Source: an optimization exercise on an open RTL-to-GDS flow (aim: small area). Production flows keep margins and buffers that such runs may drop.
RTL that was checked went through simulation tests only; none was proved equivalent to the original.
No functional check of the RTL was part of run 1.
Power is estimated from default activity; no workload was simulated.

$ cat config.mk
export PLATFORM = sky130hd
export DESIGN_NAME = top
export DESIGN_NICKNAME = top
export VERILOG_FILES = /design/flow/design.v
export SDC_FILE = /design/flow/constraint.sdc
export NUM_CORES = 4
export LEC_CHECK = 0
export CAP_MARGIN = 20
export CORE_MARGIN = 2
export CORE_UTILIZATION = 40
export SLEW_MARGIN = 20
$ cat constraint.sdc
create_clock -name core_clock -period 10.0 [get_ports {i_clk}]
set_input_delay 2.0000 -clock core_clock [delete_from_list [all_inputs] [get_ports {i_clk}]]
set_output_delay 2.0000 -clock core_clock [all_outputs]
set_load 0.01 [all_outputs]
$ cat design.v
`timescale 1ns/10ps
module top(
  input             i_clk,    
  input             i_rst,    
  input             i_btnC,
  input             i_btnL,
  input             i_btnR,
  input             i_btnU,
  input             i_btnD,
  input [15:0]      i_sw,
  output [15:0]     o_led,
  output [6:0]      o_seg_l,
  output [3:0]      o_an_l,
  output            o_dp_l
);
localparam TIMER_SET         = 3'd0;
localparam TIMER_RUN         = 3'd1;
localparam TIMER_DONE        = 3'd2;
localparam STOPWATCH_STOPPED = 3'd3;
localparam STOPWATCH_RUNNING = 3'd4;
localparam STOPWATCH_RESET   = 3'd5;
reg [14:0] g;
wire en = &g[4:0];
wire tick = &g[14:5];
wire tick_rise = en & (g[14:5] == 10'd1022);
always @(posedge i_clk) begin
  if (i_rst) g <= 15'd720;
  else if (&g) g <= 15'd736;
  else g <= g + 1'b1;
end
reg rf_debug;
always @(posedge i_clk) begin
  if (i_rst) rf_debug <= 1'b0;
  else if (tick_rise) rf_debug <= ~rf_debug;
end
wire [4:0] b_in = {i_btnD, i_btnU, i_btnR, i_btnL, i_btnC};
reg [4:0] s0, s1, s2, s3, bt, pv, rs;
always @(posedge i_clk) begin
  if (i_rst) begin
    s0 <= 5'd0; s1 <= 5'd0; s2 <= 5'd0; s3 <= 5'd0;
    bt <= 5'd0; pv <= 5'd0; rs <= 5'd0;
  end else if (en) begin
    s0 <= b_in; s1 <= s0; s2 <= s1; s3 <= s2;
    bt <= (s3 & s2) | (bt & (s3 | s2));
    pv <= bt;
    rs <= bt & ~pv;
  end
end
wire w_btnC = rs[0];
wire w_btnL = rs[1];
wire w_btnR = rs[2];
wire w_btnU = rs[3];
wire w_btnD = rs[4];
reg [2:0] state;
reg rf_mode;
reg [1:0] ds;
always @(posedge i_clk) begin
  if (i_rst) ds <= 2'd0;
  else if (en) begin
    if (w_btnL) ds <= ds + 2'd1;
    else if (w_btnR) ds <= ds - 2'd1;
  end
end
wire [3:0] dsel = 4'b0001 << ds;
reg [3:0] d0;
reg [2:0] d1;
reg [3:0] d2, d3;
wire z0 = (d0 == 4'd0);
wire z1 = (d1 == 3'd0);
wire z2 = (d2 == 4'd0);
wire z3 = (d3 == 4'd0);
wire m0 = d0[3] & d0[0];    
wire m1 = d1[2] & d1[0];    
wire m2 = d2[3] & d2[0];    
wire m3 = d3[3] & d3[0];    
wire st_set = (state == TIMER_SET);
wire st_run = (state == TIMER_RUN);
wire st_swr = (state == STOPWATCH_RUNNING);
wire st_rst = (state == STOPWATCH_RESET);
wire [3:0] up, dn;
assign up[0] = (st_set & w_btnU & dsel[0]) | (st_swr & tick);
assign up[1] = (st_set & w_btnU & dsel[1]) | (st_swr & tick & m0);
assign up[2] = (st_set & w_btnU & dsel[2]) | (st_swr & tick & m0 & m1);
assign up[3] = (st_set & w_btnU & dsel[3]) | (st_swr & tick & m0 & m1 & m2);
assign dn[0] = (st_set & w_btnD & dsel[0]) | (st_run & tick);
assign dn[1] = (st_set & w_btnD & dsel[1]) | (st_run & tick & z0);
assign dn[2] = (st_set & w_btnD & dsel[2]) | (st_run & tick & z0 & z1);
assign dn[3] = (st_set & w_btnD & dsel[3]) | (st_run & tick & z0 & z1 & z2);
always @(posedge i_clk) begin
  if (i_rst) begin
    d0 <= 4'd0; d1 <= 3'd0; d2 <= 4'd0; d3 <= 4'd0;
  end else if (en) begin
    if (st_rst) begin
      d0 <= 4'd0; d1 <= 3'd0; d2 <= 4'd0; d3 <= 4'd0;
    end else begin
      if (up[0]) d0 <= m0 ? 4'd0 : d0 + 4'd1;
      else if (dn[0]) d0 <= z0 ? 4'd9 : d0 - 4'd1;
      if (up[1]) d1 <= m1 ? 3'd0 : d1 + 3'd1;
      else if (dn[1]) d1 <= z1 ? 3'd5 : d1 - 3'd1;
      if (up[2]) d2 <= m2 ? 4'd0 : d2 + 4'd1;
      else if (dn[2]) d2 <= z2 ? 4'd9 : d2 - 4'd1;
      if (up[3]) d3 <= m3 ? 4'd0 : d3 + 4'd1;
      else if (dn[3]) d3 <= z3 ? 4'd9 : d3 - 4'd1;
    end
  end
end
reg [2:0] next_state;
wire zall = z0 & z1 & z2 & z3;
always @(*) begin
  case (state)
    TIMER_SET:         next_state = rf_mode ? STOPWATCH_STOPPED : w_btnC ? TIMER_RUN : TIMER_SET;
    TIMER_RUN:         next_state = rf_mode ? STOPWATCH_STOPPED : w_btnC ? TIMER_SET : zall ? TIMER_DONE : TIMER_RUN;
    TIMER_DONE:        next_state = rf_mode ? STOPWATCH_STOPPED : w_btnC ? TIMER_SET : TIMER_DONE;
    STOPWATCH_STOPPED: next_state = ~rf_mode ? TIMER_SET : w_btnC ? STOPWATCH_RUNNING : w_btnR ? STOPWATCH_RESET : STOPWATCH_STOPPED;
    STOPWATCH_RUNNING: next_state = ~rf_mode ? TIMER_SET : w_btnC ? STOPWATCH_STOPPED : w_btnR ? STOPWATCH_RESET : STOPWATCH_RUNNING;
    STOPWATCH_RESET:   next_state = ~rf_mode ? TIMER_SET : w_btnC ? STOPWATCH_RUNNING : STOPWATCH_RESET;
    default:           next_state = TIMER_SET;
  endcase
end
always @(posedge i_clk) begin
  if (i_rst) begin
    state <= TIMER_SET;
    rf_mode <= 1'b0;
  end else if (en) begin
    state <= next_state;
    rf_mode <= i_sw[9];
  end
end
reg [8:0] bc;
reg blink;
always @(posedge i_clk) begin
  if (i_rst) begin
    bc <= 9'd0; blink <= 1'b0;
  end else if (en) begin
    if (state != TIMER_DONE) begin
      bc <= 9'd0; blink <= 1'b0;
    end else if (bc == 9'd500) begin
      bc <= 9'd0; blink <= ~blink;
    end else bc <= bc + 9'd1;
  end
end
reg [1:0] ph, an;
always @(posedge i_clk) begin
  if (i_rst) begin
    ph <= 2'd0; an <= 2'd0;
  end else if (en) begin
    if (ph == 2'd3) begin
      ph <= 2'd1; an <= an + 2'd1;
    end else ph <= ph + 2'd1;
  end
end
reg [3:0] dshow;
always @(*) begin
  case (an)
    2'd0: dshow = d0;
    2'd1: dshow = {1'b0, d1};
    2'd2: dshow = d2;
    default: dshow = d3;
  endcase
end
wire A = dshow[3], B = dshow[2], C = dshow[1], D = dshow[0];
wire sa = A | C | (B & D) | (~B & ~D);
wire sb = ~B | (~C & ~D) | (C & D);
wire sc = B | ~C | D;
wire sd = A | (~B & ~D) | (~B & C) | (C & ~D) | (B & ~C & D);
wire se = (~B & ~D) | (C & ~D);
wire sf = A | (~C & ~D) | (B & ~C) | (B & ~D);
wire sg = A | (~B & C) | (B & ~C) | (C & ~D);
assign o_seg_l = ~{sg, sf, se, sd, sc, sb, sa} | {7{blink}};
assign o_an_l = ~(4'b0001 << an) | {4{blink}};
assign o_dp_l = ~(an == 2'd2);
reg [3:0] dval;
always @(*) begin
  case (ds)
    2'd0: dval = d0;
    2'd1: dval = {1'b0, d1};
    2'd2: dval = d2;
    default: dval = d3;
  endcase
end
assign o_led[0] = rf_debug;
assign o_led[4:1] = dsel;
assign o_led[7:5] = state;
assign o_led[8] = blink;
assign o_led[9] = rf_mode;
assign o_led[11:10] = 2'b00;
assign o_led[15:12] = dval;
endmodule
$ cat run.sh
#!/bin/bash
# synth_recipe.tcl (not shown) runs the flow's synth.tcl, then flattens the netlist and writes it again
# the make line also repeats each setting of config.mk as NAME=value (left out here)
make -C /OpenROAD-flow-scripts/flow DESIGN_CONFIG=/design/flow/config.mk WORK_HOME=/design/flow/orfs CLKGATE_MAP_FILE= SYNTH_SCRIPT=/design/flow/synth_recipe.tcl finish
==> results of run 1 <==
cell usage after synthesis, types with 8 or more instances:
library cell / number
mux2i_1: 37
a21o_1: 13
nor2_1: 83
a21oi_1: 27
o21ai_0: 34
xnor2_1: 13
a31oi_1: 8
xor2_1: 11
nand2_1: 50
nand4_1: 15
dfxtp_1: 86
inv_1: 24
nand2b_1: 13
ha_1: 24
nand3_1: 15
clkbuf_1: 22
report_power, final:
| group | switching (mW) | internal, mW | total (mW) |
|---|---|---|---|
| logic | 0.0112 | 0.00674 | 0.0179 |
| clock network | 0.136 | 0.250 | 0.386 |
| registers | 0.00110 | 0.344 | 0.345 |
| total | 0.148 | 0.601 | 0.749 |
cells by family after synthesis:
logic type	synth area share, %
xor+xnor	4.28
flops	35.1
simple gates	22.8
other cells	0.0764
buf+inv	5.05
fa+ha+maj	6.32
compound gates	18.6
mux	7.77
area by class of cell:
type,count,share of cell area [%]
Clock buffer,10,4.25
Clock inverter,5,1.89
Inverter,24,1.60
Multi-Input combinational cell,453,52.4
Sequential cell,86,30.6
Tap cell,147,3.27
Timing Repair Buffer,35,6.05
critical path: stages (launching register included):
cell	delay, ps
dfxtp_1	340
inv_1	120
ha_1	290
a222oi_1	150
mux2i_1	410
inv_1	110
maj3_1	360
a21o_1	180
clkdlybuf4s50_1	480
routing by layer:
layer | wire (um) | global-route usage [%] | vias up
met5 | 0 | 0 | -
met4 | 301 | 8.27 | 0
met3 | 753 | 4.38 | 25
met2 | 5220 | 28.3 | 137
met1 | 5240 | 23.8 | 2026
li1 | - | - | 2123
stage by stage:
step / area [sq um] / total power, mW / instances / hold WS [ps] / worst slack, ps
2_1_floorplan: 4910 / 0.364 / 597 / 413 / 6220
3_3_place_gp: 5280 / 0.370 / 745 / 430 / 5640
3_5_place_dp: 5280 / 0.371 / 745 / 434 / 5590
4_1_cts: 5630 / 0.761 / 760 / 443 / 5200
5_1_grt: 5630 / 0.777 / 760 / 466 / 4940
6_report: 5630 / 0.749 / 760 / 442 / 5220
registers in the layout, indices dropped and copies added, names as in the netlist, 2 cells and up:
register and cells:
bc 9, bt 5, d2 4, s3 5, state 3, d1 3
ph 2, pv 5, ds 2, s0 5, d3 4, an 2
s2 5, g 15, rs 5, d0 4, s1 5
final timing paths:
path         startpoint  slack, ps    endpoint  depth (start not counted)
max               an[0]       5220  o_seg_l[5]                          8
min                g[0]        440        g[0]                          1
max reg2reg    state[2]       7120       d2[2]                          6
min reg2reg        g[0]        440        g[0]                          1
==> results.json, run 1 <==
{
  "status": "finished clean",
  "tightest_slew_ps": 902,
  "cts_htree_levels": 3,
  "cts_resized": 0,
  "ys_warn_count": 1,
  "critPathCaptureType": "primary output",
  "yosysUniqueCellTypes": 68,
  "gp_congestion": 0.910,
  "layout-drive-gt1-share_pct": 5.06,
  "clk_latency_ps": 340,
  "die_w_um": 115,
  "gr-total-overflow": 0,
  "dr.pass1.iters": 5,
  "drc_errors": 0,
  "antenna_cells": 0,
  "rsz0062_at_grt": "no",
  "final_common_cell": "dfxtp_1",
  "leakage_nw": 2.01,
  "finalSetupViolCount": 0,
  "antenna_found_initial": 0,
  "ys_ff_latch": 86,
  "ctsHoldBuffers": 0,
  "tns_ps": 0,
  "yosysSeqAreaShare_pct": 35.1,
  "timing.slew.headroom_pct": 39.0,
  "post-cts-setup-buffers": 0,
  "die_area_sq_um": 13200,
  "hold_viol": 0,
  "ir_drop_v": 0.0000906,
  "clock-sinks": 86,
  "drv_slew": 0,
  "yosysTopAreaCell": "dfxtp_1",
  "synthCells": 596,
  "grt_start_max_net_pins": 68,
  "grtUsageTotal_pct": 18.1,
  "synth.avg_cell_area_sq_um": 8.24,
  "die_y_um": 115,
  "synth.top_cell.area_share_pct": 35.1,
  "portBuffers": 33,
  "fin_util_pct": 46.9,
  "fin_crit_sh_pct": 47.8,
  "num_io_pins": 51,
  "hp-class": "flop to flop",
  "antenna_left": 0,
  "clock_skew_ps": 6.57,
  "syn_to_final_growth_pct": 14.6,
  "fin_nets": 656,
  "core_sq_um": 12000,
  "seqCellArea_sq_um": 1720,
  "path_clk_slew_ps": 60,
  "cp.required_ps": 8000,
  "via_count": 4311,
  "synth_area_sq_um": 4910,
  "drt_iter0_drc": 370,
  "worstSetupPathType": "flop to primary output",
  "fill_cells": 1159,
  "cts_buffers": 9,
  "synthTopCellsByArea": "dfxtp_1 (35%), mux2i_1 (7.5%), nor2_1 (6.3%)",
  "start_util_pct": 40.9,
  "fmax_mhz": 209,
  "multi_input_area_sq_um": 2950,
  "wirelength_um": 11500,
  "cp-start-kind": "flop",
  "async_reset_ff_share_pct": 0,
  "dp_hpwl_um": 7820,
  "core.rowCount": 40,
  "synth_edf_count": 0,
  "cap_violations": 0,
  "cts_root_buf": "clkbuf_16",
  "grt_pass1_wl_um": 19200,
  "cts_tree": "built",
  "clockBufferDepth": 2,
  "layout_common_cells": "dfxtp_1 (86), nor2_1 (83), nand2_1 (50), mux2i_1 (37), o21ai_0 (34)",
  "wl_per_cell_um": 15.1,
  "cp_max_fo": 6,
  "grt_pass1_vias": 3986,
  "ys.flop_type": "dfxtp_1",
  "arrival_ps": 2780,
  "cellPowerDensity_nw_per_um2": 133,
  "drt-vias-per-instance": 5.67,
  "period_needed_ps": 4780
}
==> run 2, diff against run 1 <==
--- a/design.v
+++ b/design.v
@@ -35,16 +35,18 @@
 end
 wire [4:0] b_in = {i_btnD, i_btnU, i_btnR, i_btnL, i_btnC};
 reg [4:0] s0, s1, s2, s3, bt, pv, rs;
+wire ld = en & ~i_rst;
+wire hd = ~en & ~i_rst;
+wire [4:0] ld5 = {5{ld}};
+wire [4:0] hd5 = {5{hd}};
 always @(posedge i_clk) begin
-  if (i_rst) begin
-    s0 <= 5'd0; s1 <= 5'd0; s2 <= 5'd0; s3 <= 5'd0;
-    bt <= 5'd0; pv <= 5'd0; rs <= 5'd0;
-  end else if (en) begin
-    s0 <= b_in; s1 <= s0; s2 <= s1; s3 <= s2;
-    bt <= (s3 & s2) | (bt & (s3 | s2));
-    pv <= bt;
-    rs <= bt & ~pv;
-  end
+  s0 <= (ld5 & b_in) | (hd5 & s0);
+  s1 <= (ld5 & s0) | (hd5 & s1);
+  s2 <= (ld5 & s1) | (hd5 & s2);
+  s3 <= (ld5 & s2) | (hd5 & s3);
+  bt <= (ld5 & ((s3 & s2) | (bt & (s3 | s2)))) | (hd5 & bt);
+  pv <= (ld5 & bt) | (hd5 & pv);
+  rs <= (ld5 & bt & ~pv) | (hd5 & rs);
 end
 wire w_btnC = rs[0];
 wire w_btnL = rs[1];
==> run 2 against run 1 <==
Still clean. Critical path type unchanged. First-iteration DRC count is 3.2% higher. Register-to-register slack worse by 270 ps. Routed wire length shrank 0.93%. Highest routed layer unchanged. Combinational power shrank 31%. Die area shrank 0.76%.
==> results.json, run 2 <==
{
  "status": "finished clean",
  "r2r_slack_ps": 6850,
  "r2r_start": "g[0]",
  "grt_pass1_wl_um": 19300,
  "cts_resized": 0,
  "largest_reg_flops": 15,
  "dp_cells": 748,
  "grtUsageTotal_pct": 18.3,
  "yosys.area_share.simple_pct": 23.3,
  "cellPowerDensity_nw_per_um2": 127,
  "synth_area_sq_um": 4870,
  "wl_per_cell_um": 14.9,
  "dr.pass1.iters": 5,
  "layout-drive-gt1-share_pct": 4.86,
  "core_sq_um": 12000,
  "holdWs_ps": 460,
  "critPathCaptureType": "primary output",
  "synth.top_cell.area_share_pct": 35.3,
  "core.rowCount": 40,
  "final_cells": 764,
  "portBuffers": 33,
  "reg_top3": "g (15), bc (9)",
  "cp-start-kind": "flop",
  "die_area_sq_um": 13100,
  "async_reset_ff_share_pct": 0,
  "layout_common_cells": "dfxtp_1 (86), nor2_1 (81), nand2_1 (47), a21oi_1 (39), o21ai_0 (36)",
  "drt-vias-per-instance": 5.63,
  "rsz0062_at_grt": "no",
  "cp_cell_sequence": "inv_1 -> ha_1 -> a222oi_1 -> mux2i_1 -> xnor2_1 -> o21ai_0 -> a21o_1 -> clkdlybuf4s50_1",
  "drv_slew": 0,
  "ys.flop_type": "dfxtp_1",
  "gp_congestion": 0.874,
  "yosys-top-cells-count": "dfxtp_1 (86), nor2_1 (81), nand2_1 (47), a21oi_1 (39), o21ai_0 (36)",
  "hp-class": "flop to flop",
  "fin_nets": 659,
  "antenna_left": 0,
  "synth.avg_cell_area_sq_um": 8.12,
  "wirelength_um": 11400,
  "path_clk_slew_ps": 70,
  "synthTopCellsByArea": "dfxtp_1 (35%), mux2i_1 (6.4%), nor2_1 (6.2%)",
  "via_count": 4301,
  "grt_pass1_vias": 4053,
  "drc_errors": 0,
  "yosysSeqAreaShare_pct": 35.3,
  "slowest_stage": "clkdlybuf4s50_1",
  "clock-sinks": 86,
  "clk_latency_ps": 350,
  "period_needed_ps": 4880,
  "tns_ps": 0,
  "synth_fa_ha_area_share_pct": 6.37,
  "synth_edf_count": 0,
  "cp_top_family": "compound AO/OA/AOI/OAI gates",
  "regMostFlops": "g",
  "cp.required_ps": 8000,
  "cts_tree": "built",
  "finalSetupViolCount": 0,
  "ys_ff_latch": 86,
  "leakage_nw": 1.93,
  "yosysUniqueCellTypes": 64,
  "synth_compound_area_share_pct": 19.7,
  "clock_skew_ps": 13.6,
  "start_util_pct": 40.7,
  "synthCells": 600,
  "antenna_found_initial": 0,
  "die_y_um": 114,
  "antenna_cells": 0,
  "ys_warn_count": 1,
  "fin_crit_sh_pct": 48.8,
  "gr-total-overflow": 0,
  "die_w_um": 114,
  "muxShareOfSynthArea_pct": 6.37,
  "post-cts-setup-buffers": 0,
  "cts_htree_levels": 3,
  "fmax_mhz": 205,
  "drt_iter0_drc": 382,
  "fin_util_pct": 46.5,
  "grt_start_max_net_pins": 71,
  "cp_slowest_stage_delay_ps": 530,
  "synthMostInstantiatedCell": "dfxtp_1",
  "cap_violations": 0,
  "num_io_pins": 51,
  "cts_buffers": 9,
  "r2r_end": "state[1]",
  "worstSetupPathType": "flop to primary output",
  "synth_top_family_by_area": "simple AND/OR/NAND/NOR gates",
  "tightest_slew_ps": 833,
  "cp_max_fo": 6,
  "syn_to_final_growth_pct": 14.1,
  "synth-xor-area-share_pct": 3.78,
  "ctsHoldBuffers": 0,
  "final_common_cell": "dfxtp_1",
  "dp_hpwl_um": 7870,
  "timing.slew.headroom_pct": 43.7,
  "cp.depth": 8,
  "clockBufferDepth": 2,
  "ir_drop_v": 0.0000981,
  "reg2reg_depth": 8,
  "arrival_ps": 2880,
  "critPathCapture": "o_seg_l[3]",
  "hold_viol": 0,
  "holdPathStages": 1,
  "crit_path_start": "an[0]",
  "crit_buf_inv": 2,
  "cts_root_buf": "clkbuf_16",
  "yosysTopAreaCell": "dfxtp_1"
}
## run 2: cell types whose count changed in the layout (fill, tap and decap cells not counted), moves of 4 or more
| cell | before | now |
|---|---|---|
| nand3b_1 | 6 | 1 |
| or3_1 | 6 | 2 |
| a21oi_1 | 27 | 39 |
| mux2i_1 | 37 | 31 |
| and2_1 | 6 | 13 |
| nand4_1 | 15 | 9 |
## run 2: layout make-up
cell class	instances	area, sq um
clock buffer	9	225
timing repair buffer	35	340
inverter	25	93.8
clock inverter	7	80.1
tap	147	184
fill	1158	6400
multi-input combinational	455	2910
sequential	86	1720
## run 2: per-layer routing
layer	track usage, %	vias up	share of wire [%]
met1	23.3	2026	47
li1	-	2151	-
met5	0	-	0
met3	3.18	21	4.5
met2	30.1	103	46
met4	8.94	0	2.3
## run 2: logic make-up (layout without fill, tap and decap cells)
logic type	after synthesis	count (layout)
xor gates and xnor gates	21	21
other	1	2
DFF	86	86
muxes	31	31
AOI/OAI and AO/OA	148	148
adders and majority gates	25	25
and+or+nand+nor	228	228
buffers and inverters	60	76
## run 2: worst min path at each step
stage,from,to
after CTS,g[0],g[0]
final,g[0],g[0]
after detailed placement,g[0],g[0]
after floorplan,g[0],g[0]
after global placement,g[0],g[0]
after global routing,g[0],g[0]
## run 2: power by group
part / internal (mW) / switching, mW / total, mW
registers: 0.343 / 0.000759 / 0.344
logic: 0.00397 / 0.00830 / 0.0123
clock network: 0.196 / 0.151 / 0.348
## run 2: worst reg2reg max path, stage by stage, from the launching register on
cell	delay, ps
dfxtp_1	360
ha_1	220
and3_1	180
ha_2	160
buf_4	450
clkinv_1	650
a211oi_1	670
inv_1	80
o311ai_0	300
## run 2: per-stage QoR
step	power, mW	setup slack [ps]	instance area [sq um]
2_1_floorplan	0.360	6220	4870
3_3_place_gp	0.364	5550	5250
3_5_place_dp	0.364	5500	5250
4_1_cts	0.714	5110	5560
5_1_grt	0.727	4930	5560
6_report	0.704	5120	5560

[what the ideal ports hide]
The results above use ideal ports. As a check the final layouts listed here were re-extracted and re-timed, cells and wires unchanged.
Step 1 sets driving cells, clkbuf_16 on the clock port and buf_2 on the other inputs (assumed; they add their load-dependent delay and slew).
Step 2, shift: input delay + t, output delay - t, t = (earliest + latest rising clock arrival at the registers) / 2. This alone moves slack from input paths to output paths.
Slacks: no drivers / after step 1 / after step 2; pairs: no drivers / after step 1.
| run | t, ns | slack for setup (ns) | worst setup path at the end | worst data-port slew with drivers (ns) |
|---|---|---|---|---|
| run 1 | 0.373 | 5.221 / 5.184 / 5.557 | register to output | 0.03 |
| run 2 | 0.386 | 5.123 / 5.083 / 5.469 | register to output | 0.03 |
After both steps every run listed still meets setup and hold.
